From an optimization exercise on the open Yosys and OpenROAD flow, aimed at small area, a short achievable clock period and few clock cycles per item; shortcuts taken in it are not production practice.
No run shown here included a check of the RTL's function; only the layout flow was run.
No activity file was given, so power comes from the tool's default toggle rates.

File: flow/config.mk
export PLATFORM = sky130hd
export DESIGN_NAME = seq_multiplier
export DESIGN_NICKNAME = seq_multiplier
export VERILOG_FILES = /design/flow/design.v
export SDC_FILE = /design/flow/constraint.sdc
export NUM_CORES = 4
export LEC_CHECK = 0
export CAP_MARGIN = 20
export CORE_MARGIN = 2
export CORE_UTILIZATION = 40
export SETUP_SLACK_MARGIN = 2.7
export SLEW_MARGIN = 20
export TNS_END_PERCENT = 5
File: flow/constraint.sdc
create_clock -name core_clock -period 4.5 [get_ports {clk}]
set_input_delay 0.9000 -clock core_clock [delete_from_list [all_inputs] [get_ports {clk}]]
set_output_delay 0.9000 -clock core_clock [all_outputs]
set_load 0.01 [all_outputs]
File: flow/design.v
module seq_multiplier #(
    parameter N = 32
)(
    input  wire clk,
    input  wire rst,
    input  wire start,
    input  wire [N-1:0] multiplicand,
    input  wire [N-1:0] multiplier,
    output wire [2*N-1:0] product,
    output wire busy,
    output wire done
);
  reg busy_q, idle_r, done_r, cpa_r, first_r;
  reg gm, gs, gcn;          
  reg [3:0] cnt;
  reg [31:0] plo;           
  reg [31:0] phi;           
  reg [34:0] s, c;          
  reg [3:0] px, py;         
  reg cf;                   
  reg nan, oa, ta, nb, ob, tb;   
  wire na = ~nan;              
  assign busy = busy_q;
  assign done = done_r;
  assign product = {phi, plo};
  wire busy_n = ~rst & (idle_r ? start : ~cpa_r);
  always @(posedge clk) begin
    busy_q  <= busy_n;           
    idle_r  <= ~busy_n;          
    done_r  <= ~rst & ~idle_r & cpa_r;
    cpa_r   <= ~rst & ~idle_r & (cnt == 4'd8);
    cnt     <= idle_r ? 4'd1 : cnt + 4'd1;
    first_r <= idle_r;
    gm      <= idle_r & multiplier[0];   
    gs      <= ~idle_r;                  
    gcn     <= idle_r;                   
  end
  wire m7 = (cnt == 4'd7);                   
  wire [2:0] tra = idle_r ? {multiplier[2:1], 1'b0} : plo[6:4];
  wire [2:0] trb = idle_r ? multiplier[4:2] : {plo[8] & ~m7, plo[7:6]};
  always @(posedge clk) begin
    nan <= ~tra[2];
    oa <= tra[1] ^ tra[0];
    ta <= (tra[2] & ~tra[1] & ~tra[0]) | (~tra[2] & tra[1] & tra[0]);
    nb <= trb[2];
    ob <= trb[1] ^ trb[0];
    tb <= (trb[2] & ~trb[1] & ~trb[0]) | (~trb[2] & trb[1] & trb[0]);
  end
  wire [33:0] mcx = {1'b0, multiplicand, 1'b0};
  wire [32:0] sa, sb;
  genvar k;
  generate
    for (k = 0; k < 33; k = k + 1) begin : g_pp
      assign sa[k] = (oa & mcx[k+1]) | (ta & mcx[k]);
      assign sb[k] = (ob & mcx[k+1]) | (tb & mcx[k]);
    end
  endgenerate
  wire ta34 = first_r ? na : ~na;
  wire ta35 = first_r ? na : 1'b1;
  wire ta36 = first_r & ~na;
  wire [34:0] se = ({3'b000, multiplicand} & {35{gm}}) | (s & {35{gs}});
  wire [34:0] ce = c & ~{35{gcn}};
  wire fs1 = ce[1] ^ na ^ se[1];
  wire fc2 = (ce[1] & na) | (ce[1] & se[1]) | (na & se[1]);
  wire pp3 = sa[0] ^ na;
  wire pp6 = sa[1] ^ na;
  wire fs4 = ce[2] ^ se[2] ^ pp6;
  wire fc5 = (ce[2] & se[2]) | (ce[2] & pp6) | (se[2] & pp6);
  wire fs7 = ce[3] ^ nb ^ se[3];
  wire fc8 = (ce[3] & nb) | (ce[3] & se[3]) | (nb & se[3]);
  wire pp11 = sb[0] ^ nb;
  wire pp12 = sa[2] ^ na;
  wire fs9 = pp11 ^ pp12 ^ fs7;
  wire fc10 = (pp11 & pp12) | (pp11 & fs7) | (pp12 & fs7);
  wire pp15 = sb[1] ^ nb;
  wire fs13 = ce[4] ^ se[4] ^ pp15;
  wire fc14 = (ce[4] & se[4]) | (ce[4] & pp15) | (se[4] & pp15);
  wire pp18 = sa[3] ^ na;
  wire fs16 = pp18 ^ fc8 ^ fs13;
  wire fc17 = (pp18 & fc8) | (pp18 & fs13) | (fc8 & fs13);
  wire pp21 = sb[2] ^ nb;
  wire fs19 = ce[5] ^ se[5] ^ pp21;
  wire fc20 = (ce[5] & se[5]) | (ce[5] & pp21) | (se[5] & pp21);
  wire pp24 = sa[4] ^ na;
  wire fs22 = pp24 ^ fc14 ^ fs19;
  wire fc23 = (pp24 & fc14) | (pp24 & fs19) | (fc14 & fs19);
  wire pp27 = sb[3] ^ nb;
  wire fs25 = ce[6] ^ se[6] ^ pp27;
  wire fc26 = (ce[6] & se[6]) | (ce[6] & pp27) | (se[6] & pp27);
  wire pp30 = sa[5] ^ na;
  wire fs28 = pp30 ^ fc20 ^ fs25;
  wire fc29 = (pp30 & fc20) | (pp30 & fs25) | (fc20 & fs25);
  wire pp33 = sb[4] ^ nb;
  wire fs31 = ce[7] ^ se[7] ^ pp33;
  wire fc32 = (ce[7] & se[7]) | (ce[7] & pp33) | (se[7] & pp33);
  wire pp36 = sa[6] ^ na;
  wire fs34 = pp36 ^ fc26 ^ fs31;
  wire fc35 = (pp36 & fc26) | (pp36 & fs31) | (fc26 & fs31);
  wire pp39 = sb[5] ^ nb;
  wire fs37 = ce[8] ^ se[8] ^ pp39;
  wire fc38 = (ce[8] & se[8]) | (ce[8] & pp39) | (se[8] & pp39);
  wire pp42 = sa[7] ^ na;
  wire fs40 = pp42 ^ fc32 ^ fs37;
  wire fc41 = (pp42 & fc32) | (pp42 & fs37) | (fc32 & fs37);
  wire pp45 = sb[6] ^ nb;
  wire fs43 = ce[9] ^ se[9] ^ pp45;
  wire fc44 = (ce[9] & se[9]) | (ce[9] & pp45) | (se[9] & pp45);
  wire pp48 = sa[8] ^ na;
  wire fs46 = pp48 ^ fc38 ^ fs43;
  wire fc47 = (pp48 & fc38) | (pp48 & fs43) | (fc38 & fs43);
  wire pp51 = sb[7] ^ nb;
  wire fs49 = ce[10] ^ se[10] ^ pp51;
  wire fc50 = (ce[10] & se[10]) | (ce[10] & pp51) | (se[10] & pp51);
  wire pp54 = sa[9] ^ na;
  wire fs52 = pp54 ^ fc44 ^ fs49;
  wire fc53 = (pp54 & fc44) | (pp54 & fs49) | (fc44 & fs49);
  wire pp57 = sb[8] ^ nb;
  wire fs55 = ce[11] ^ se[11] ^ pp57;
  wire fc56 = (ce[11] & se[11]) | (ce[11] & pp57) | (se[11] & pp57);
  wire pp60 = sa[10] ^ na;
  wire fs58 = pp60 ^ fc50 ^ fs55;
  wire fc59 = (pp60 & fc50) | (pp60 & fs55) | (fc50 & fs55);
  wire pp63 = sb[9] ^ nb;
  wire fs61 = ce[12] ^ se[12] ^ pp63;
  wire fc62 = (ce[12] & se[12]) | (ce[12] & pp63) | (se[12] & pp63);
  wire pp66 = sa[11] ^ na;
  wire fs64 = pp66 ^ fc56 ^ fs61;
  wire fc65 = (pp66 & fc56) | (pp66 & fs61) | (fc56 & fs61);
  wire pp69 = sb[10] ^ nb;
  wire fs67 = ce[13] ^ se[13] ^ pp69;
  wire fc68 = (ce[13] & se[13]) | (ce[13] & pp69) | (se[13] & pp69);
  wire pp72 = sa[12] ^ na;
  wire fs70 = pp72 ^ fc62 ^ fs67;
  wire fc71 = (pp72 & fc62) | (pp72 & fs67) | (fc62 & fs67);
  wire pp75 = sb[11] ^ nb;
  wire fs73 = ce[14] ^ se[14] ^ pp75;
  wire fc74 = (ce[14] & se[14]) | (ce[14] & pp75) | (se[14] & pp75);
  wire pp78 = sa[13] ^ na;
  wire fs76 = pp78 ^ fc68 ^ fs73;
  wire fc77 = (pp78 & fc68) | (pp78 & fs73) | (fc68 & fs73);
  wire pp81 = sb[12] ^ nb;
  wire fs79 = ce[15] ^ se[15] ^ pp81;
  wire fc80 = (ce[15] & se[15]) | (ce[15] & pp81) | (se[15] & pp81);
  wire pp84 = sa[14] ^ na;
  wire fs82 = pp84 ^ fc74 ^ fs79;
  wire fc83 = (pp84 & fc74) | (pp84 & fs79) | (fc74 & fs79);
  wire pp87 = sb[13] ^ nb;
  wire fs85 = ce[16] ^ se[16] ^ pp87;
  wire fc86 = (ce[16] & se[16]) | (ce[16] & pp87) | (se[16] & pp87);
  wire pp90 = sa[15] ^ na;
  wire fs88 = pp90 ^ fc80 ^ fs85;
  wire fc89 = (pp90 & fc80) | (pp90 & fs85) | (fc80 & fs85);
  wire pp93 = sb[14] ^ nb;
  wire fs91 = ce[17] ^ se[17] ^ pp93;
  wire fc92 = (ce[17] & se[17]) | (ce[17] & pp93) | (se[17] & pp93);
  wire pp96 = sa[16] ^ na;
  wire fs94 = pp96 ^ fc86 ^ fs91;
  wire fc95 = (pp96 & fc86) | (pp96 & fs91) | (fc86 & fs91);
  wire pp99 = sb[15] ^ nb;
  wire fs97 = ce[18] ^ se[18] ^ pp99;
  wire fc98 = (ce[18] & se[18]) | (ce[18] & pp99) | (se[18] & pp99);
  wire pp102 = sa[17] ^ na;
  wire fs100 = pp102 ^ fc92 ^ fs97;
  wire fc101 = (pp102 & fc92) | (pp102 & fs97) | (fc92 & fs97);
  wire pp105 = sb[16] ^ nb;
  wire fs103 = ce[19] ^ se[19] ^ pp105;
  wire fc104 = (ce[19] & se[19]) | (ce[19] & pp105) | (se[19] & pp105);
  wire pp108 = sa[18] ^ na;
  wire fs106 = pp108 ^ fc98 ^ fs103;
  wire fc107 = (pp108 & fc98) | (pp108 & fs103) | (fc98 & fs103);
  wire pp111 = sb[17] ^ nb;
  wire fs109 = ce[20] ^ se[20] ^ pp111;
  wire fc110 = (ce[20] & se[20]) | (ce[20] & pp111) | (se[20] & pp111);
  wire pp114 = sa[19] ^ na;
  wire fs112 = pp114 ^ fc104 ^ fs109;
  wire fc113 = (pp114 & fc104) | (pp114 & fs109) | (fc104 & fs109);
  wire pp117 = sb[18] ^ nb;
  wire fs115 = ce[21] ^ se[21] ^ pp117;
  wire fc116 = (ce[21] & se[21]) | (ce[21] & pp117) | (se[21] & pp117);
  wire pp120 = sa[20] ^ na;
  wire fs118 = pp120 ^ fc110 ^ fs115;
  wire fc119 = (pp120 & fc110) | (pp120 & fs115) | (fc110 & fs115);
  wire pp123 = sb[19] ^ nb;
  wire fs121 = ce[22] ^ se[22] ^ pp123;
  wire fc122 = (ce[22] & se[22]) | (ce[22] & pp123) | (se[22] & pp123);
  wire pp126 = sa[21] ^ na;
  wire fs124 = pp126 ^ fc116 ^ fs121;
  wire fc125 = (pp126 & fc116) | (pp126 & fs121) | (fc116 & fs121);
  wire pp129 = sb[20] ^ nb;
  wire fs127 = ce[23] ^ se[23] ^ pp129;
  wire fc128 = (ce[23] & se[23]) | (ce[23] & pp129) | (se[23] & pp129);
  wire pp132 = sa[22] ^ na;
  wire fs130 = pp132 ^ fc122 ^ fs127;
  wire fc131 = (pp132 & fc122) | (pp132 & fs127) | (fc122 & fs127);
  wire pp135 = sb[21] ^ nb;
  wire fs133 = ce[24] ^ se[24] ^ pp135;
  wire fc134 = (ce[24] & se[24]) | (ce[24] & pp135) | (se[24] & pp135);
  wire pp138 = sa[23] ^ na;
  wire fs136 = pp138 ^ fc128 ^ fs133;
  wire fc137 = (pp138 & fc128) | (pp138 & fs133) | (fc128 & fs133);
  wire pp141 = sb[22] ^ nb;
  wire fs139 = ce[25] ^ se[25] ^ pp141;
  wire fc140 = (ce[25] & se[25]) | (ce[25] & pp141) | (se[25] & pp141);
  wire pp144 = sa[24] ^ na;
  wire fs142 = pp144 ^ fc134 ^ fs139;
  wire fc143 = (pp144 & fc134) | (pp144 & fs139) | (fc134 & fs139);
  wire pp147 = sb[23] ^ nb;
  wire fs145 = ce[26] ^ se[26] ^ pp147;
  wire fc146 = (ce[26] & se[26]) | (ce[26] & pp147) | (se[26] & pp147);
  wire pp150 = sa[25] ^ na;
  wire fs148 = pp150 ^ fc140 ^ fs145;
  wire fc149 = (pp150 & fc140) | (pp150 & fs145) | (fc140 & fs145);
  wire pp153 = sb[24] ^ nb;
  wire fs151 = ce[27] ^ se[27] ^ pp153;
  wire fc152 = (ce[27] & se[27]) | (ce[27] & pp153) | (se[27] & pp153);
  wire pp156 = sa[26] ^ na;
  wire fs154 = pp156 ^ fc146 ^ fs151;
  wire fc155 = (pp156 & fc146) | (pp156 & fs151) | (fc146 & fs151);
  wire pp159 = sb[25] ^ nb;
  wire fs157 = ce[28] ^ se[28] ^ pp159;
  wire fc158 = (ce[28] & se[28]) | (ce[28] & pp159) | (se[28] & pp159);
  wire pp162 = sa[27] ^ na;
  wire fs160 = pp162 ^ fc152 ^ fs157;
  wire fc161 = (pp162 & fc152) | (pp162 & fs157) | (fc152 & fs157);
  wire pp165 = sb[26] ^ nb;
  wire fs163 = ce[29] ^ se[29] ^ pp165;
  wire fc164 = (ce[29] & se[29]) | (ce[29] & pp165) | (se[29] & pp165);
  wire pp168 = sa[28] ^ na;
  wire fs166 = pp168 ^ fc158 ^ fs163;
  wire fc167 = (pp168 & fc158) | (pp168 & fs163) | (fc158 & fs163);
  wire pp171 = sb[27] ^ nb;
  wire fs169 = ce[30] ^ se[30] ^ pp171;
  wire fc170 = (ce[30] & se[30]) | (ce[30] & pp171) | (se[30] & pp171);
  wire pp174 = sa[29] ^ na;
  wire fs172 = pp174 ^ fc164 ^ fs169;
  wire fc173 = (pp174 & fc164) | (pp174 & fs169) | (fc164 & fs169);
  wire pp177 = sb[28] ^ nb;
  wire fs175 = ce[31] ^ se[31] ^ pp177;
  wire fc176 = (ce[31] & se[31]) | (ce[31] & pp177) | (se[31] & pp177);
  wire pp180 = sa[30] ^ na;
  wire fs178 = pp180 ^ fc170 ^ fs175;
  wire fc179 = (pp180 & fc170) | (pp180 & fs175) | (fc170 & fs175);
  wire pp183 = sb[29] ^ nb;
  wire fs181 = ce[32] ^ se[32] ^ pp183;
  wire fc182 = (ce[32] & se[32]) | (ce[32] & pp183) | (se[32] & pp183);
  wire pp186 = sa[31] ^ na;
  wire fs184 = pp186 ^ fc176 ^ fs181;
  wire fc185 = (pp186 & fc176) | (pp186 & fs181) | (fc176 & fs181);
  wire pp189 = sb[30] ^ nb;
  wire fs187 = ce[33] ^ se[33] ^ pp189;
  wire fc188 = (ce[33] & se[33]) | (ce[33] & pp189) | (se[33] & pp189);
  wire pp192 = sa[32] ^ na;
  wire fs190 = pp192 ^ fc182 ^ fs187;
  wire fc191 = (pp192 & fc182) | (pp192 & fs187) | (fc182 & fs187);
  wire fs193 = ce[34] ^ ta34 ^ se[34];
  wire fc194 = (ce[34] & ta34) | (ce[34] & se[34]) | (ta34 & se[34]);
  wire pp197 = sb[31] ^ nb;
  wire fs195 = pp197 ^ fs193 ^ fc188;
  wire fc196 = (pp197 & fs193) | (pp197 & fc188) | (fs193 & fc188);
  wire pp200 = sb[32] ^ nb;
  wire fs198 = ta35 ^ pp200 ^ fc194;
  wire fc199 = (ta35 & pp200) | (ta35 & fc194) | (pp200 & fc194);
  wire fs201 = ta36 ^ ~nb ^ fc199;
  wire fc202 = (ta36 & ~nb) | (ta36 & fc199) | (~nb & fc199);
  wire [38:0] x = {1'b0, 1'b1, fs201, fs198, fc191, fc185, fc179, fc173, fc167, fc161, fc155, fc149, fc143, fc137, fc131, fc125, fc119, fc113, fc107, fc101, fc95, fc89, fc83, fc77, fc71, fc65, fc59, fc53, fc47, fc41, fc35, fc29, fc23, fc17, fc10, fc5, fc2, pp3, ce[0]};
  wire [38:0] y = {1'b0, fc202, 1'b0, fc196, fs195, fs190, fs184, fs178, fs172, fs166, fs160, fs154, fs148, fs142, fs136, fs130, fs124, fs118, fs112, fs106, fs100, fs94, fs88, fs82, fs76, fs70, fs64, fs58, fs52, fs46, fs40, fs34, fs28, fs22, fs16, fs9, fs4, fs1, se[0]};
  wire [35:0] ap, ag;
  assign ap[0] = px[0] ^ py[0];
  assign ag[0] = px[0] & py[0];
  assign ap[1] = px[1] ^ py[1];
  assign ag[1] = px[1] & py[1];
  assign ap[2] = px[2] ^ py[2];
  assign ag[2] = px[2] & py[2];
  assign ap[3] = px[3] ^ py[3];
  assign ag[3] = px[3] & py[3];
  assign ap[4] = s[0] ^ c[0];
  assign ag[4] = s[0] & c[0];
  assign ap[5] = s[1] ^ c[1];
  assign ag[5] = s[1] & c[1];
  assign ap[6] = s[2] ^ c[2];
  assign ag[6] = s[2] & c[2];
  assign ap[7] = s[3] ^ c[3];
  assign ag[7] = s[3] & c[3];
  assign ap[8] = s[4] ^ c[4];
  assign ag[8] = s[4] & c[4];
  assign ap[9] = s[5] ^ c[5];
  assign ag[9] = s[5] & c[5];
  assign ap[10] = s[6] ^ c[6];
  assign ag[10] = s[6] & c[6];
  assign ap[11] = s[7] ^ c[7];
  assign ag[11] = s[7] & c[7];
  assign ap[12] = s[8] ^ c[8];
  assign ag[12] = s[8] & c[8];
  assign ap[13] = s[9] ^ c[9];
  assign ag[13] = s[9] & c[9];
  assign ap[14] = s[10] ^ c[10];
  assign ag[14] = s[10] & c[10];
  assign ap[15] = s[11] ^ c[11];
  assign ag[15] = s[11] & c[11];
  assign ap[16] = s[12] ^ c[12];
  assign ag[16] = s[12] & c[12];
  assign ap[17] = s[13] ^ c[13];
  assign ag[17] = s[13] & c[13];
  assign ap[18] = s[14] ^ c[14];
  assign ag[18] = s[14] & c[14];
  assign ap[19] = s[15] ^ c[15];
  assign ag[19] = s[15] & c[15];
  assign ap[20] = s[16] ^ c[16];
  assign ag[20] = s[16] & c[16];
  assign ap[21] = s[17] ^ c[17];
  assign ag[21] = s[17] & c[17];
  assign ap[22] = s[18] ^ c[18];
  assign ag[22] = s[18] & c[18];
  assign ap[23] = s[19] ^ c[19];
  assign ag[23] = s[19] & c[19];
  assign ap[24] = s[20] ^ c[20];
  assign ag[24] = s[20] & c[20];
  assign ap[25] = s[21] ^ c[21];
  assign ag[25] = s[21] & c[21];
  assign ap[26] = s[22] ^ c[22];
  assign ag[26] = s[22] & c[22];
  assign ap[27] = s[23] ^ c[23];
  assign ag[27] = s[23] & c[23];
  assign ap[28] = s[24] ^ c[24];
  assign ag[28] = s[24] & c[24];
  assign ap[29] = s[25] ^ c[25];
  assign ag[29] = s[25] & c[25];
  assign ap[30] = s[26] ^ c[26];
  assign ag[30] = s[26] & c[26];
  assign ap[31] = s[27] ^ c[27];
  assign ag[31] = s[27] & c[27];
  assign ap[32] = s[28] ^ c[28];
  assign ag[32] = s[28] & c[28];
  assign ap[33] = s[29] ^ c[29];
  assign ag[33] = s[29] & c[29];
  assign ap[34] = s[30] ^ c[30];
  assign ag[34] = s[30] & c[30];
  assign ap[35] = s[31] ^ c[31];
  assign ag[35] = s[31] & c[31];
  wire kg0_1 = ag[0] | (ap[0] & cf);
  wire kg0_3 = ag[2] | (ap[2] & ag[1]);
  wire kp0_3 = ap[2] & ap[1];
  wire kg0_5 = ag[4] | (ap[4] & ag[3]);
  wire kp0_5 = ap[4] & ap[3];
  wire kg0_7 = ag[6] | (ap[6] & ag[5]);
  wire kp0_7 = ap[6] & ap[5];
  wire kg0_9 = ag[8] | (ap[8] & ag[7]);
  wire kp0_9 = ap[8] & ap[7];
  wire kg0_11 = ag[10] | (ap[10] & ag[9]);
  wire kp0_11 = ap[10] & ap[9];
  wire kg0_13 = ag[12] | (ap[12] & ag[11]);
  wire kp0_13 = ap[12] & ap[11];
  wire kg0_15 = ag[14] | (ap[14] & ag[13]);
  wire kp0_15 = ap[14] & ap[13];
  wire kg0_17 = ag[16] | (ap[16] & ag[15]);
  wire kp0_17 = ap[16] & ap[15];
  wire kg0_19 = ag[18] | (ap[18] & ag[17]);
  wire kp0_19 = ap[18] & ap[17];
  wire kg0_21 = ag[20] | (ap[20] & ag[19]);
  wire kp0_21 = ap[20] & ap[19];
  wire kg0_23 = ag[22] | (ap[22] & ag[21]);
  wire kp0_23 = ap[22] & ap[21];
  wire kg0_25 = ag[24] | (ap[24] & ag[23]);
  wire kp0_25 = ap[24] & ap[23];
  wire kg0_27 = ag[26] | (ap[26] & ag[25]);
  wire kp0_27 = ap[26] & ap[25];
  wire kg0_29 = ag[28] | (ap[28] & ag[27]);
  wire kp0_29 = ap[28] & ap[27];
  wire kg0_31 = ag[30] | (ap[30] & ag[29]);
  wire kp0_31 = ap[30] & ap[29];
  wire kg0_33 = ag[32] | (ap[32] & ag[31]);
  wire kp0_33 = ap[32] & ap[31];
  wire kg0_35 = ag[34] | (ap[34] & ag[33]);
  wire kp0_35 = ap[34] & ap[33];
  wire kg1_2 = ag[1] | (ap[1] & kg0_1);
  wire kp1_2 = ap[1] & 1'b0;
  wire kg1_3 = kg0_3 | (kp0_3 & kg0_1);
  wire kp1_3 = kp0_3 & 1'b0;
  wire kg1_6 = ag[5] | (ap[5] & kg0_5);
  wire kp1_6 = ap[5] & kp0_5;
  wire kg1_7 = kg0_7 | (kp0_7 & kg0_5);
  wire kp1_7 = kp0_7 & kp0_5;
  wire kg1_10 = ag[9] | (ap[9] & kg0_9);
  wire kp1_10 = ap[9] & kp0_9;
  wire kg1_11 = kg0_11 | (kp0_11 & kg0_9);
  wire kp1_11 = kp0_11 & kp0_9;
  wire kg1_14 = ag[13] | (ap[13] & kg0_13);
  wire kp1_14 = ap[13] & kp0_13;
  wire kg1_15 = kg0_15 | (kp0_15 & kg0_13);
  wire kp1_15 = kp0_15 & kp0_13;
  wire kg1_18 = ag[17] | (ap[17] & kg0_17);
  wire kp1_18 = ap[17] & kp0_17;
  wire kg1_19 = kg0_19 | (kp0_19 & kg0_17);
  wire kp1_19 = kp0_19 & kp0_17;
  wire kg1_22 = ag[21] | (ap[21] & kg0_21);
  wire kp1_22 = ap[21] & kp0_21;
  wire kg1_23 = kg0_23 | (kp0_23 & kg0_21);
  wire kp1_23 = kp0_23 & kp0_21;
  wire kg1_26 = ag[25] | (ap[25] & kg0_25);
  wire kp1_26 = ap[25] & kp0_25;
  wire kg1_27 = kg0_27 | (kp0_27 & kg0_25);
  wire kp1_27 = kp0_27 & kp0_25;
  wire kg1_30 = ag[29] | (ap[29] & kg0_29);
  wire kp1_30 = ap[29] & kp0_29;
  wire kg1_31 = kg0_31 | (kp0_31 & kg0_29);
  wire kp1_31 = kp0_31 & kp0_29;
  wire kg1_34 = ag[33] | (ap[33] & kg0_33);
  wire kp1_34 = ap[33] & kp0_33;
  wire kg1_35 = kg0_35 | (kp0_35 & kg0_33);
  wire kp1_35 = kp0_35 & kp0_33;
  wire kg2_4 = ag[3] | (ap[3] & kg1_3);
  wire kp2_4 = ap[3] & kp1_3;
  wire kg2_5 = kg0_5 | (kp0_5 & kg1_3);
  wire kp2_5 = kp0_5 & kp1_3;
  wire kg2_6 = kg1_6 | (kp1_6 & kg1_3);
  wire kp2_6 = kp1_6 & kp1_3;
  wire kg2_7 = kg1_7 | (kp1_7 & kg1_3);
  wire kp2_7 = kp1_7 & kp1_3;
  wire kg2_12 = ag[11] | (ap[11] & kg1_11);
  wire kp2_12 = ap[11] & kp1_11;
  wire kg2_13 = kg0_13 | (kp0_13 & kg1_11);
  wire kp2_13 = kp0_13 & kp1_11;
  wire kg2_14 = kg1_14 | (kp1_14 & kg1_11);
  wire kp2_14 = kp1_14 & kp1_11;
  wire kg2_15 = kg1_15 | (kp1_15 & kg1_11);
  wire kp2_15 = kp1_15 & kp1_11;
  wire kg2_20 = ag[19] | (ap[19] & kg1_19);
  wire kp2_20 = ap[19] & kp1_19;
  wire kg2_21 = kg0_21 | (kp0_21 & kg1_19);
  wire kp2_21 = kp0_21 & kp1_19;
  wire kg2_22 = kg1_22 | (kp1_22 & kg1_19);
  wire kp2_22 = kp1_22 & kp1_19;
  wire kg2_23 = kg1_23 | (kp1_23 & kg1_19);
  wire kp2_23 = kp1_23 & kp1_19;
  wire kg2_28 = ag[27] | (ap[27] & kg1_27);
  wire kp2_28 = ap[27] & kp1_27;
  wire kg2_29 = kg0_29 | (kp0_29 & kg1_27);
  wire kp2_29 = kp0_29 & kp1_27;
  wire kg2_30 = kg1_30 | (kp1_30 & kg1_27);
  wire kp2_30 = kp1_30 & kp1_27;
  wire kg2_31 = kg1_31 | (kp1_31 & kg1_27);
  wire kp2_31 = kp1_31 & kp1_27;
  wire kg2_36 = ag[35] | (ap[35] & kg1_35);
  wire kp2_36 = ap[35] & kp1_35;
  wire kg3_8 = ag[7] | (ap[7] & kg2_7);
  wire kp3_8 = ap[7] & kp2_7;
  wire kg3_9 = kg0_9 | (kp0_9 & kg2_7);
  wire kp3_9 = kp0_9 & kp2_7;
  wire kg3_10 = kg1_10 | (kp1_10 & kg2_7);
  wire kp3_10 = kp1_10 & kp2_7;
  wire kg3_11 = kg1_11 | (kp1_11 & kg2_7);
  wire kp3_11 = kp1_11 & kp2_7;
  wire kg3_12 = kg2_12 | (kp2_12 & kg2_7);
  wire kp3_12 = kp2_12 & kp2_7;
  wire kg3_13 = kg2_13 | (kp2_13 & kg2_7);
  wire kp3_13 = kp2_13 & kp2_7;
  wire kg3_14 = kg2_14 | (kp2_14 & kg2_7);
  wire kp3_14 = kp2_14 & kp2_7;
  wire kg3_15 = kg2_15 | (kp2_15 & kg2_7);
  wire kp3_15 = kp2_15 & kp2_7;
  wire kg3_24 = ag[23] | (ap[23] & kg2_23);
  wire kp3_24 = ap[23] & kp2_23;
  wire kg3_25 = kg0_25 | (kp0_25 & kg2_23);
  wire kp3_25 = kp0_25 & kp2_23;
  wire kg3_26 = kg1_26 | (kp1_26 & kg2_23);
  wire kp3_26 = kp1_26 & kp2_23;
  wire kg3_27 = kg1_27 | (kp1_27 & kg2_23);
  wire kp3_27 = kp1_27 & kp2_23;
  wire kg3_28 = kg2_28 | (kp2_28 & kg2_23);
  wire kp3_28 = kp2_28 & kp2_23;
  wire kg3_29 = kg2_29 | (kp2_29 & kg2_23);
  wire kp3_29 = kp2_29 & kp2_23;
  wire kg3_30 = kg2_30 | (kp2_30 & kg2_23);
  wire kp3_30 = kp2_30 & kp2_23;
  wire kg3_31 = kg2_31 | (kp2_31 & kg2_23);
  wire kp3_31 = kp2_31 & kp2_23;
  wire kg4_16 = ag[15] | (ap[15] & kg3_15);
  wire kp4_16 = ap[15] & kp3_15;
  wire kg4_17 = kg0_17 | (kp0_17 & kg3_15);
  wire kp4_17 = kp0_17 & kp3_15;
  wire kg4_18 = kg1_18 | (kp1_18 & kg3_15);
  wire kp4_18 = kp1_18 & kp3_15;
  wire kg4_19 = kg1_19 | (kp1_19 & kg3_15);
  wire kp4_19 = kp1_19 & kp3_15;
  wire kg4_20 = kg2_20 | (kp2_20 & kg3_15);
  wire kp4_20 = kp2_20 & kp3_15;
  wire kg4_21 = kg2_21 | (kp2_21 & kg3_15);
  wire kp4_21 = kp2_21 & kp3_15;
  wire kg4_22 = kg2_22 | (kp2_22 & kg3_15);
  wire kp4_22 = kp2_22 & kp3_15;
  wire kg4_23 = kg2_23 | (kp2_23 & kg3_15);
  wire kp4_23 = kp2_23 & kp3_15;
  wire kg4_24 = kg3_24 | (kp3_24 & kg3_15);
  wire kp4_24 = kp3_24 & kp3_15;
  wire kg4_25 = kg3_25 | (kp3_25 & kg3_15);
  wire kp4_25 = kp3_25 & kp3_15;
  wire kg4_26 = kg3_26 | (kp3_26 & kg3_15);
  wire kp4_26 = kp3_26 & kp3_15;
  wire kg4_27 = kg3_27 | (kp3_27 & kg3_15);
  wire kp4_27 = kp3_27 & kp3_15;
  wire kg4_28 = kg3_28 | (kp3_28 & kg3_15);
  wire kp4_28 = kp3_28 & kp3_15;
  wire kg4_29 = kg3_29 | (kp3_29 & kg3_15);
  wire kp4_29 = kp3_29 & kp3_15;
  wire kg4_30 = kg3_30 | (kp3_30 & kg3_15);
  wire kp4_30 = kp3_30 & kp3_15;
  wire kg4_31 = kg3_31 | (kp3_31 & kg3_15);
  wire kp4_31 = kp3_31 & kp3_15;
  wire kg5_32 = ag[31] | (ap[31] & kg4_31);
  wire kp5_32 = ap[31] & kp4_31;
  wire kg5_33 = kg0_33 | (kp0_33 & kg4_31);
  wire kp5_33 = kp0_33 & kp4_31;
  wire kg5_34 = kg1_34 | (kp1_34 & kg4_31);
  wire kp5_34 = kp1_34 & kp4_31;
  wire kg5_35 = kg1_35 | (kp1_35 & kg4_31);
  wire kp5_35 = kp1_35 & kp4_31;
  wire kg5_36 = kg2_36 | (kp2_36 & kg4_31);
  wire kp5_36 = kp2_36 & kp4_31;
  wire [35:0] sum;
  assign sum[0] = ap[0] ^ cf;
  assign sum[1] = ap[1] ^ kg0_1;
  assign sum[2] = ap[2] ^ kg1_2;
  assign sum[3] = ap[3] ^ kg1_3;
  assign sum[4] = ap[4] ^ kg2_4;
  assign sum[5] = ap[5] ^ kg2_5;
  assign sum[6] = ap[6] ^ kg2_6;
  assign sum[7] = ap[7] ^ kg2_7;
  assign sum[8] = ap[8] ^ kg3_8;
  assign sum[9] = ap[9] ^ kg3_9;
  assign sum[10] = ap[10] ^ kg3_10;
  assign sum[11] = ap[11] ^ kg3_11;
  assign sum[12] = ap[12] ^ kg3_12;
  assign sum[13] = ap[13] ^ kg3_13;
  assign sum[14] = ap[14] ^ kg3_14;
  assign sum[15] = ap[15] ^ kg3_15;
  assign sum[16] = ap[16] ^ kg4_16;
  assign sum[17] = ap[17] ^ kg4_17;
  assign sum[18] = ap[18] ^ kg4_18;
  assign sum[19] = ap[19] ^ kg4_19;
  assign sum[20] = ap[20] ^ kg4_20;
  assign sum[21] = ap[21] ^ kg4_21;
  assign sum[22] = ap[22] ^ kg4_22;
  assign sum[23] = ap[23] ^ kg4_23;
  assign sum[24] = ap[24] ^ kg4_24;
  assign sum[25] = ap[25] ^ kg4_25;
  assign sum[26] = ap[26] ^ kg4_26;
  assign sum[27] = ap[27] ^ kg4_27;
  assign sum[28] = ap[28] ^ kg4_28;
  assign sum[29] = ap[29] ^ kg4_29;
  assign sum[30] = ap[30] ^ kg4_30;
  assign sum[31] = ap[31] ^ kg4_31;
  assign sum[32] = ap[32] ^ kg5_32;
  assign sum[33] = ap[33] ^ kg5_33;
  assign sum[34] = ap[34] ^ kg5_34;
  assign sum[35] = ap[35] ^ kg5_35;
  wire cy4 = kg2_4;
  always @(posedge clk) begin
    plo <= idle_r ? multiplier : {sum[3:0], plo[31:4]};
    phi <= sum[35:4];
    s   <= x[38:4];
    c   <= y[38:4];
    px  <= x[3:0];
    py  <= y[3:0];
    cf  <= ~first_r & cy4;       
  end
endmodule
File: flow/flow/run.sh
#!/bin/bash
# Layout flow: the standard ORFS flow (standard.sh, unchanged synthesis), with
#  - port buffers made of sky130_fd_sc_hd__buf_2 instead of the default delay-cell buffers;
#  - clock tree synthesis without dummy load cells, with a clkbuf_16 root and clkbuf_8 leaves.
# make's full output goes to make_finish.log in the work folder; ORFS keeps each step's log
# under orfs/logs/.
set -euo pipefail
CTS="-sink_clustering_enable -repair_clock_nets -dont_use_dummy_load -root_buf sky130_fd_sc_hd__clkbuf_16 -buf_list sky130_fd_sc_hd__clkbuf_8"
bash standard.sh "BUFFER_PORTS_ARGS=-buffer_cell sky130_fd_sc_hd__buf_2" "CTS_ARGS=$CTS" finish > make_finish.log 2>&1
test -f out/final.def
File: flow/standard.sh
#!/bin/bash
# synth_recipe.tcl (not shown) runs the flow's synth.tcl, then flattens the netlist and writes it again
# the make line also repeats each setting of config.mk as NAME=value (left out here)
make -C /OpenROAD-flow-scripts/flow DESIGN_CONFIG=/design/flow/config.mk WORK_HOME=/design/flow/orfs CLKGATE_MAP_FILE= SYNTH_SCRIPT=/design/flow/synth_recipe.tcl "${@:-finish}"
==> results by group, run 1 <==
Run status
  – Status: no timing/DRC/antenna violations

Critical path
  – WS Path Type: register to register
  – Worst reg2reg path startpoint: s[2]
  – Worst r2r dst: phi[27]
  – Data arrival time at the worst-slack endpoint: 2760 ps
  – Startpoint Class: register
  – CP endpoint kind: register
  – CP required: 4770 ps
  – R2R depth: 10
  – Reg2reg setup slack: 2010 ps
  – Worst Path Max Fanout: 3

Floorplanning
  – DIE AREA: 21900 µm²
  – Num ports: 133
  – # rows: 52
  – Core box area: 20300 µm²
  – Die width: 148 µm
  – Die Height: 148 µm
  – Initial Utilization: 40.8%

Timing
  – Final setup viols: 0
  – Tcrit/Tclk final: 55.3%
  – Final Hold Violating Endpoints: 0
  – Max_slew headroom: 32.2%
  – RSZ-0062 raised after global routing: yes
  – Final hold slack: 437 ps
  – Tmin final: 2490 ps
  – Fmax: 0.402 GHz
  – Clk_skew: 34.4 ps
  – Pins over their slew limit: 0
  – TNS Setup: 0 ps
  – Slew @ Worst Pin: 1010 ps

Clock network
  – H-Tree Level Count: 4
  – TritonCTS clock tree: built
  – Clk slew on worst S/H paths: 90 ps
  – Root buffer cell: clkbuf_16
  – Clock Sink Count: 156
  – Clk Latency, worst-skew pair: 380 ps
  – CTS Buffer Depth: 2
  – TritonCTS Buffers: 17

Placed design
  – DP Cell Count: 1111
  – Port Buffers: 132
  – Post-detail-place hpwl: 14400 µm
  – DP Area: 9430 µm²
  – Routability congestion estimate: 0.789

Power and ir drop
  – Max IR drop VDD: 0.292 mV
  – PD cells: 684 nW/µm²
  – Pleak: 4.21 nW

Drt
  – Drt pass-1 iters: 5
  – Metal3 WL: 1240 µm
  – Routed wl met2: 8940 µm
  – Top Layer Used: met4
  – Vias: 5870
  – Vias per cell: 5.13
  – DRT iter0 DRCs: 370
  – Post-Route M1 WL: 9380 µm
  – Routed WL: 19800 µm
  – Antenna-violating nets left: 0
  – Remaining DRCs: 0
  – WL/cell: 17.3 µm

Synthesis
  – Post-Synthesis Cells: 734
  – Post-synth cell types: 54
  – Top FF cell, synth: dfxtp_1
  – Yosys warning count: 1
  – Mapped Avg Cell Area: 11.3 µm²
  – Mapped Area: 8280 µm²
  – Post-synthesis sequential area ratio: 37.7%
  – Post-synth top area cell: dfxtp_1
  – Flops & latches, synth: 156
  – Count leader, synth: dfxtp_1
  – Yosys top cell area share: 37.7%
  – Post-synth EDFFs: 0
  – Largest cells by area after synthesis: dfxtp_1 (38%), fa_1 (17%), xnor2_1 (9.2%)
  – Share of flip-flops with an asynchronous set or reset: 0%
  – Most instantiated cells after synthesis: dfxtp_1 (156), xnor2_1 (87), fa_1 (71), a22oi_1 (63), ha_1 (39)
  – Syn nets: 911

Global routing
  – Global-route wire length before repair: 32000 µm
  – Number of global-route vias before repair: 6100
  – Initial antenna violation count: 1
  – Gr usage total: 18.6%
  – GRT overflow: 0
  – Largest net degree at the start of global routing: 36

Cells and area
  – Non-Filler Instances: 1144
  – Design area: 10100 µm²
  – Fraction of layout cells with a size suffix above 1: 31.1%
  – Synth-to-Final Area Change: 21.5%
  – Diode count: 0
  – Area occupied by multi-input gates: 5260 µm²
  – Fin nets: 1053
  – Storage element area: 3160 µm²
  – # fillers: 1920

Worst hold path
  – Hold path depth: 1
  – HP Class: register to register
  – Hold Path Sink: cnt[0]
  – Hold_sp: cnt[0]

Run
  – Maxcap violations: 0
metrics by stage:
step                      total power [mW]  setup WS (ps)  utilization, %
final                                 6.88           2010            49.5
after global routing                  7.50           1930            49.5
after CTS                             6.81           1980            49.1
after detailed placement              5.78           1840            46.5
after global placement                5.79           1840            46.5
after floorplan                       4.84           2200               -
registers in the layout, indices dropped and copies added (netlist names), 4 cells and up:
name / cells
s: 33
py: 4
phi: 32
cnt: 4
plo: 32
c: 33
px: 4
worst max path at each step:
stage,from,endpoint,slack [ps]
after global routing,s[10],phi[27],1930
after floorplan,multiplicand[16],c[16],2200
after CTS,px[0],phi[27],1980
final,s[2],phi[27],2010
after global placement,multiplicand[6],c[5],1840
after detailed placement,multiplicand[6],c[5],1840
what timing repair did:
action / 4_1_cts / 5_1_grt
endpoints found under the setup margin: 122 / 139
hold buffers: 0 / 0
resized for setup: 40 / 14
pin swaps: 20 / 11
setup buffers: 12 / 4
final cells by class:
cell class | count | area share [%]
Clock buffer | 17 | 2.44
Inverter | 37 | 1.38
Sequential cell | 156 | 31.4
Timing Repair Buffer | 156 | 9.12
Multi-Input combinational cell | 508 | 52.3
Tap cell | 270 | 3.36
where the power goes:
part | switching [mW] | internal [mW] | total [mW]
clock | 0.451 | 0.357 | 0.808
combinational | 1.91 | 1.82 | 3.73
sequential | 0.348 | 1.99 | 2.34
total | 2.71 | 4.17 | 6.88
cell usage in the layout (no fill, tap or decap), types with 4 or more instances in the layout:
| master | n |
|---|---|
| dfxtp_1 | 138 |
| clkbuf_8 | 16 |
| a21oi_1 | 19 |
| fa_1 | 70 |
| nor2b_1 | 32 |
| nand2b_1 | 4 |
| nand3_1 | 4 |
| dfxtp_4 | 5 |
| dfxtp_2 | 13 |
| mux2_2 | 24 |
| xor2_1 | 10 |
| a22oi_2 | 22 |
| o21ai_0 | 15 |
| a22o_1 | 31 |
| a22oi_1 | 41 |
| buf_4 | 20 |
| ha_1 | 28 |
| xnor2_1 | 85 |
| o21bai_1 | 5 |
| ha_4 | 11 |
| inv_1 | 35 |
| a21o_1 | 6 |
| nor2_1 | 19 |
| nand2_1 | 24 |
| buf_2 | 128 |
| and2_1 | 4 |
routing by layer:
layer  track usage [%]  vias to the layer above
met2              28.7                      179
met1              25.7                     2857
met4              5.33                        0
met3              5.19                       20
li1                  -                     2814
met5                 0                        -
worst max-delay path: stages (launching register included):
cell and delay [ps]:
dfxtp_2 340, ha_4 270, o21ai_2 60, a211o_1 360, nor4_4 150, buf_4 180, o2111ai_4 210, a21oi_2 200
nor2_1 70, fa_1 480, inv_1 40
cell families (layout without fill, tap and decap cells):
group,Yosys count,after routing,share of synthesized area (%)
AOI/OAI and AO/OA,167,167,15.2
muxes,27,27,3.63
buffers and inverters,70,210,3.17
adders and majority gates,110,110,23.1
xor gates and xnor gates,97,97,10.3
DFF,156,156,37.7
and+or+nand+nor,107,107,6.94
==> inputs of run 2 (changes only) <==
--- a/flow/config.mk
+++ b/flow/config.mk
@@ -7,7 +7,8 @@
 export LEC_CHECK = 0
 export CAP_MARGIN = 20
 export CORE_MARGIN = 2
-export CORE_UTILIZATION = 40
+export CORE_UTILIZATION = 50
+export PLACE_DENSITY = 0.75
 export SETUP_SLACK_MARGIN = 2.7
 export SLEW_MARGIN = 20
 export TNS_END_PERCENT = 5
==> run 2 against run 1 <==
  * Sequential power is essentially flat
  * Critical path type unchanged
  * Sequential share of layout area is essentially flat
  * Register-to-register slack lost 96 ps
==> results by group, run 2 <==
Worst hold path
  – Hold_sp: cnt[0]
  – Hold path depth: 1
  – Hold Path Sink: cnt[0]
  – HP Class: register to register

Synthesis
  – Post-synthesis adder-cell area fraction: 23.1%
  – Post-synthesis sequential area ratio: 37.7%
  – Compound-gate portion of the synthesized area: 15.2%
  – Syn nets: 911
  – Synthesized-area fraction occupied by xor and xnor cells: 10.3%
  – Most instantiated cells after synthesis: dfxtp_1 (156), xnor2_1 (87), fa_1 (71), a22oi_1 (63), ha_1 (39)
  – Top FF cell, synth: dfxtp_1
  – Flops & latches, synth: 156
  – Largest cells by area after synthesis: dfxtp_1 (38%), fa_1 (17%), xnor2_1 (9.2%)
  – Post-synth top area cell: dfxtp_1
  – Simple-gate portion of the synthesized area: 6.94%
  – Main combinational cell family by area after synthesis: adder cells
  – Post-synth cell types: 54
  – Yosys warning count: 1
  – Share of flip-flops with an asynchronous set or reset: 0%
  – Count leader, synth: dfxtp_1
  – Post-synth EDFFs: 0
  – Mapped Area: 8280 µm²
  – Post-synthesis mux area share: 3.63%
  – Yosys top cell area share: 37.7%
  – Post-Synthesis Cells: 734
  – Mapped Avg Cell Area: 11.3 µm²

Power and ir drop
  – PD cells: 678 nW/µm²
  – Pwr Total: 6.80 mW
  – Pleak: 4.23 nW
  – Max IR drop VDD: 0.286 mV

Global routing
  – Gr usage total: 22.6%
  – Number of global-route vias before repair: 6312
  – Initial antenna violation count: 0
  – Top Usage Layer GRT: met2
  – Met3 Use GR: 6.17%
  – Met2 GRT Util: 36.4%
  – Largest net degree at the start of global routing: 35
  – GRT overflow: 0
  – Global-route wire length before repair: 31500 µm
  – M1 GR Usage: 29.1%

Cells and area
  – Fin nets: 1055
  – Diode count: 0
  – Commonest non-fill, non-tap cell in the layout: dfxtp_1
  – Largest registers: c: 33 flops, s: 33 flops
  – Non-Filler Instances: 1096
  – Area occupied by multi-input gates: 5290 µm²
  – Storage element area: 3150 µm²
  – Fraction of layout cells with a size suffix above 1: 31.7%
  – Most frequent cells in the layout: dfxtp_1 (141), buf_2 (126), xnor2_1 (84)
  – Synth-to-Final Area Change: 21.2%
  – # fillers: 1342

Critical path
  – R2R depth: 8
  – Worst reg2reg path startpoint: c[21]
  – Worst Path Max Fanout: 4
  – WS Path Type: register to register
  – CP endpoint kind: register
  – Reg2reg setup slack: 1910 ps
  – Data arrival time at the worst-slack endpoint: 2850 ps
  – Startpoint Class: register
  – CP required: 4770 ps
  – Worst r2r dst: phi[31]

Drt
  – Vias per cell: 5.36
  – DRT iter0 DRCs: 300
  – Remaining DRCs: 0
  – WL/cell: 17.4 µm
  – Routed WL: 19100 µm
  – Drt pass-1 iters: 4
  – Antenna-violating nets left: 0
  – Vias: 5874

Timing
  – RSZ-0062 raised after global routing: yes
  – Max_slew headroom: 35.1%
  – Clk_skew: 33.4 ps
  – TNS Setup: 0 ps
  – Final Hold Violating Endpoints: 0
  – Slew @ Worst Pin: 972 ps
  – Tcrit/Tclk final: 57.5%
  – Final setup viols: 0
  – Pins over their slew limit: 0
  – Tmin final: 2590 ps
  – Fmax: 0.387 GHz

Floorplanning
  – Initial Utilization: 50.5%
  – Die Height: 133 µm
  – Die width: 133 µm
  – # rows: 47
  – DIE AREA: 17600 µm²
  – Num ports: 133
  – Core box area: 16400 µm²

Run status
  – Status: no timing/DRC/antenna violations

Clock network
  – Clk slew on worst S/H paths: 90 ps
  – TritonCTS clock tree: built
  – Cts hold-fix bufs: 0
  – TritonCTS Buffers: 17
  – Clk Latency, worst-skew pair: 390 ps
  – Root buffer cell: clkbuf_16
  – H-Tree Level Count: 4
  – Clock Sink Count: 156
  – CTS Buffer Depth: 2

Placed design
  – Post-detail-place hpwl: 14000 µm
  – Routability congestion estimate: 0.819
  – Port Buffers: 132
  – DP Cell Count: 1063

Run
  – Maxcap violations: 0
-- run 2: routing by layer --
metal / wire length [µm] / part of all wire (%)
met1: 8490 / 44
met2: 9030 / 47
met3: 1200 / 6.3
met4: 370 / 1.9
met5: 0 / 0
-- run 2: worst max-delay path by stage --
stage	startpoint	to	slack (ps)	cells past startpoint
after floorplan	multiplicand[16]	c[16]	2200	4
after CTS	cf	phi[27]	1930	10
after global placement	tb	c[24]	1880	5
after global routing	cf	phi[27]	1800	10
after detailed placement	tb	c[24]	1800	5
final	c[21]	phi[31]	1910	8
-- run 2: repair_timing --
action	in CTS	in global routing
buffers inserted	12	4
pin swaps	21	4
hold endpoints to repair	0	0
resized for setup	43	17
setup endpoints to repair	107	114
-- run 2: final cells by class --
class | instances | area share [%]
flip-flops and latches | 156 | 31.4
inverters | 37 | 1.38
clock buffers | 17 | 2.44
well taps | 220 | 2.74
multi-input cells | 508 | 52.7
repair buffers | 158 | 9.30
-- run 2: kinds of logic (layout without fill, tap and decap cells) --
family,after synthesis,in the layout
AOI/OAI and AO/OA,167,167
and+or+nand+nor,107,107
buffers and inverters,70,212
DFF,156,156
adders and majority gates,110,110
xor gates and xnor gates,97,97
muxes,27,27
-- run 2: worst max-delay path, stage by stage (launching register included) --
cell	delay [ps]
dfxtp_1	330
ha_1	350
and2_1	160
a22o_1	200
o41ai_2	510
o21ai_1	210
a22o_1	260
or2_4	270
a311oi_2	200
-- run 2: report_power, final --
group | switching [mW] | total (mW) | internal (mW)
Clock | 0.446 | 0.802 | 0.357
Sequential | 0.353 | 2.34 | 1.99
Combinational | 1.87 | 3.66 | 1.79
-- run 2: through the flow --
stage	area (µm²)	util, %	setup slack (ps)	hold slack [ps]
after floorplan	8490	-	2200	329
after global placement	9380	57.2	1880	417
after detailed placement	9380	57.2	1800	419
after CTS	9880	60.2	1930	440
after global routing	10000	61.2	1800	459
final	10000	61.2	1910	445
==> inputs of run 3 (changes only) <==
==> flow/flow/run.sh (replaced) <==
#!/bin/bash
# Layout flow: the standard ORFS flow (standard.sh, the standard flow's synthesis script), with
#  - no adder-cell mapping (ADDER_MAP_FILE empty): full/half adders are left to abc as plain
#    gates instead of the slower sky130 fa/ha cells; registers are unchanged;
#  - port buffers made of sky130_fd_sc_hd__buf_2 instead of the default delay-cell buffers;
#  - clock tree synthesis without dummy load cells, with a clkbuf_16 root and clkbuf_8 leaves.
# make's full output goes to make_finish.log in the work folder; ORFS keeps each step's log
# under orfs/logs/.
set -euo pipefail
CTS="-sink_clustering_enable -repair_clock_nets -dont_use_dummy_load -root_buf sky130_fd_sc_hd__clkbuf_16 -buf_list sky130_fd_sc_hd__clkbuf_8"
bash standard.sh "ADDER_MAP_FILE=" "BUFFER_PORTS_ARGS=-buffer_cell sky130_fd_sc_hd__buf_2" "CTS_ARGS=$CTS" finish > make_finish.log 2>&1
test -f out/final.def
--- a/flow/config.mk
+++ b/flow/config.mk
@@ -7,8 +7,7 @@
 export LEC_CHECK = 0
 export CAP_MARGIN = 20
 export CORE_MARGIN = 2
-export CORE_UTILIZATION = 50
-export PLACE_DENSITY = 0.75
+export CORE_UTILIZATION = 40
 export SETUP_SLACK_MARGIN = 2.7
 export SLEW_MARGIN = 20
 export TNS_END_PERCENT = 5
==> run 3 against run 2 <==
  * Sequential power is 9.4% higher
  * Clock-buffer cell count stayed put
  * Register-to-register slack worse by 70 ps
  * Flip-flop and latch count did not move
  * Core utilization down 14 points
  * Setup slack worse by 75 ps
  * Non-clock buffer count decreased by 3
  * Die area up 34%
  * Wire length up 15%
  * Still clean
  * Critical path depth is 2 higher
  * Clock skew rose by 15 ps
  * Final area increased by 2.4%
==> results by group, run 3 <==
Run
  – Maxcap violations: 0

Critical path
  – Crit path top cell by count: maj3_2
  – Worst path max stage delay: 400 ps
  – Data arrival time at the worst-slack endpoint: 2910 ps
  – CP bufs+invs: 1
  – Crit-path slowest cell: o41a_1
  – Worst Path Max Fanout: 3
  – WS Path Type: register to register
  – Startpoint Class: register
  – Cells along the critical path: maj3_2, o211a_1, o211ai_1, buf_4, nand2_4, a41oi_4, a21oi_2, o41a_1, maj3_2, xnor2_1
  – CP required: 4750 ps
  – Cell family with most CP delay: compound AO/OA/AOI/OAI gates
  – CP endpoint kind: register

Floorplanning
  – DIE AREA: 23500 µm²
  – Die width: 153 µm
  – Die Height: 153 µm
  – Num ports: 133
  – Core box area: 21900 µm²
  – # rows: 54
  – Initial Utilization: 40.8%

Cells and area
  – Diode count: 0
  – Largest registers: c: 33 flops, s: 33 flops
  – Storage element area: 3140 µm²
  – # fillers: 2171
  – Commonest non-fill, non-tap cell in the layout: xnor2_1
  – Most frequent cells in the layout: xnor2_1 (172), dfxtp_1 (144), buf_2 (132)
  – Fin nets: 1112
  – Synth-to-Final Area Change: 15.1%
  – Final Util: 46.9%
  – Design area: 10300 µm²
  – Fraction of layout cells with a size suffix above 1: 22.4%
  – Area occupied by multi-input gates: 5650 µm²

Drt
  – Vias per cell: 5.27
  – Vias: 6974
  – Remaining DRCs: 0
  – WL/cell: 16.6 µm
  – DRT iter0 DRCs: 344
  – Drt pass-1 iters: 5
  – Routed WL: 22000 µm
  – Antenna-violating nets left: 0

Synthesis
  – Top FF cell, synth: dfxtp_1
  – Post-synth EDFFs: 0
  – Post-synth cell types: 55
  – Flops & latches, synth: 156
  – Syn nets: 975
  – Synthesized-area fraction occupied by xor and xnor cells: 27.7%
  – Share of flip-flops with an asynchronous set or reset: 0%
  – Mapped Avg Cell Area: 9.83 µm²
  – Most instantiated cells after synthesis: xnor2_1 (172), dfxtp_1 (156), xor2_1 (70), a22oi_1 (65), maj3_1 (63)
  – Yosys warning count: 1
  – Post-synth top area cell: dfxtp_1
  – Yosys top cell area share: 35.0%
  – Post-synthesis sequential area ratio: 35.0%
  – Post-synthesis adder-cell area fraction: 7.70%
  – Count leader, synth: xnor2_1
  – Simple-gate portion of the synthesized area: 8.80%
  – Main combinational cell family by area after synthesis: XOR/XNOR gates
  – Post-Synthesis Cells: 908
  – Post-synthesis mux area share: 3.03%
  – Largest cells by area after synthesis: dfxtp_1 (35%), xnor2_1 (17%), maj3_1 (7.1%)
  – Mapped Area: 8920 µm²
  – Compound-gate portion of the synthesized area: 15.5%

Global routing
  – Gr usage total: 18.9%
  – Global-route wire length before repair: 35800 µm
  – Initial antenna violation count: 0
  – Number of global-route vias before repair: 6985
  – GRT overflow: 0
  – Largest net degree at the start of global routing: 46

Run status
  – Status: no timing/DRC/antenna violations

Power and ir drop
  – Pleak: 4.06 nW
  – Max IR drop VDD: 0.276 mV
  – PD cells: 725 nW/µm²
  – Pwr Total: 7.45 mW

Placed design
  – Routability congestion estimate: 0.838
  – Port Buffers: 132
  – Pre-CTS setup slack: 1630 ps
  – Post-detail-place hpwl: 15400 µm
  – DP Area: 9870 µm²

Worst hold path
  – HP Class: register to register

Timing
  – RSZ-0062 raised after global routing: yes
  – Clk_skew: 48.5 ps
  – Tmin final: 2660 ps
  – Final setup viols: 0
  – Final Hold Violating Endpoints: 0
  – Fmax: 0.376 GHz
  – Pins over their slew limit: 0
  – Slack of the critical path: 1840 ps
  – Max_slew headroom: 41.5%
  – Tcrit/Tclk final: 59.1%
  – TNS Setup: 0 ps
  – Slew @ Worst Pin: 877 ps

Clock network
  – TritonCTS clock tree: built
  – CTS Buffer Depth: 2
  – Clk Latency, worst-skew pair: 400 ps
  – Cts hold-fix bufs: 0
  – Clock Sink Count: 156
  – TritonCTS Buffers: 17
  – Clk slew on worst S/H paths: 120 ps
  – Root buffer cell: clkbuf_16
  – H-Tree Level Count: 4
## run 3: cell count changes after synthesis, moves of 22 or more
cell / change
fa_1: -71
ha_1: -39
maj3_1: +63
nand2_1: +28
nor2_1: +22
xnor2_1: +85
xor2_1: +60
## run 3: per-stage QoR
step           cells  hold slack, ps
2_1_floorplan    908             329
3_5_place_dp    1291             456
5_1_grt         1323             485
3_3_place_gp    1291             434
4_1_cts         1321             447
6_report        1323             456
## run 3: what timing repair did
item / 4_1_cts / 5_1_grt
resized for setup: 15 / 4
buffers inserted: 13 / 2
pin swaps: 15 / 2
setup endpoints to repair: 119 / 128
## run 3: worst min-delay path, cell delays in order (launching register included)
cell and delay [ps]:
dfxtp_1 320, nand2_1 80, nand2_1 50
## run 3: worst paths after layout
path / slack, ps / depth (start not counted) / endpoint / startpoint
worst max-delay path: 1840 / 10 / phi[30] / cf
worst max register to register: 1840 / 10 / phi[30] / cf
worst min register to register: 460 / 2 / plo[4] / plo[8]
worst min-delay path: 460 / 2 / plo[4] / plo[8]
## run 3: power by group
part	total, mW	leakage (nW)	switching [mW]	internal [mW]
registers	2.56	1.31	0.572	1.98
logic	4.07	2.62	1.94	2.13
clock network	0.818	0.127	0.461	0.357
## run 3: metal layers
| metal | routed length, µm | vias up | global-route usage [%] |
|---|---|---|---|
| met5 | 0 | - | 0 |
| met4 | 266 | 0 | 5.81 |
| met3 | 1020 | 15 | 4.17 |
| met2 | 10500 | 148 | 31.7 |
| met1 | 10200 | 3364 | 24.4 |
| li1 | - | 3447 | - |
## run 3: cell type report
cell class | instances | area share (%)
inverter | 16 | 0.585
multi-input combinational | 699 | 55.0
clock buffer | 17 | 2.39
timing repair buffer | 155 | 8.11
sequential | 156 | 30.5
tap | 280 | 3.41
## run 3: logic make-up after synthesis
| group | after synthesis |
|---|---|
| simple gates | 162 |
| flops | 156 |
| fa+ha+maj | 68 |
| buf+inv | 53 |
| compound gates | 188 |
| xor+xnor | 257 |
| mux | 24 |

==> static timing again, ports no longer ideal <==
Ports are ideal in the flow. The routed layouts listed here were re-timed in OpenROAD.
Step 1 sets driving cells, clkbuf_16 on the clock port and buf_2 on the other inputs (assumed; they add their load-dependent delay and slew).
Step 2 adds t to the input delays and takes it off the output delays; t is the mean of the earliest and latest rising clock arrival at the registers after step 1. Input paths then give back, and output paths get back, about the clock's delay inside the block.
Slacks: ideal ports / drivers / drivers and shift; pairs: ideal ports / drivers.
| run | t (ns) | slack for setup (ns) | latest minus earliest clock arrival (ns) |
|---|---|---|---|
| run 1 | 0.411 | 2.010 / 2.010 / 1.842 | 0.036 / 0.036 |
| run 2 | 0.412 | 1.915 / 1.915 / 1.900 | 0.033 / 0.033 |
| run 3 | 0.427 | 1.840 / 1.840 / 1.840 | 0.051 / 0.051 |
After both steps every run listed still meets setup and hold. The setup slack of run 1, which loses most, moves by 0.000 ns with the drivers and by -0.168 ns with both steps.
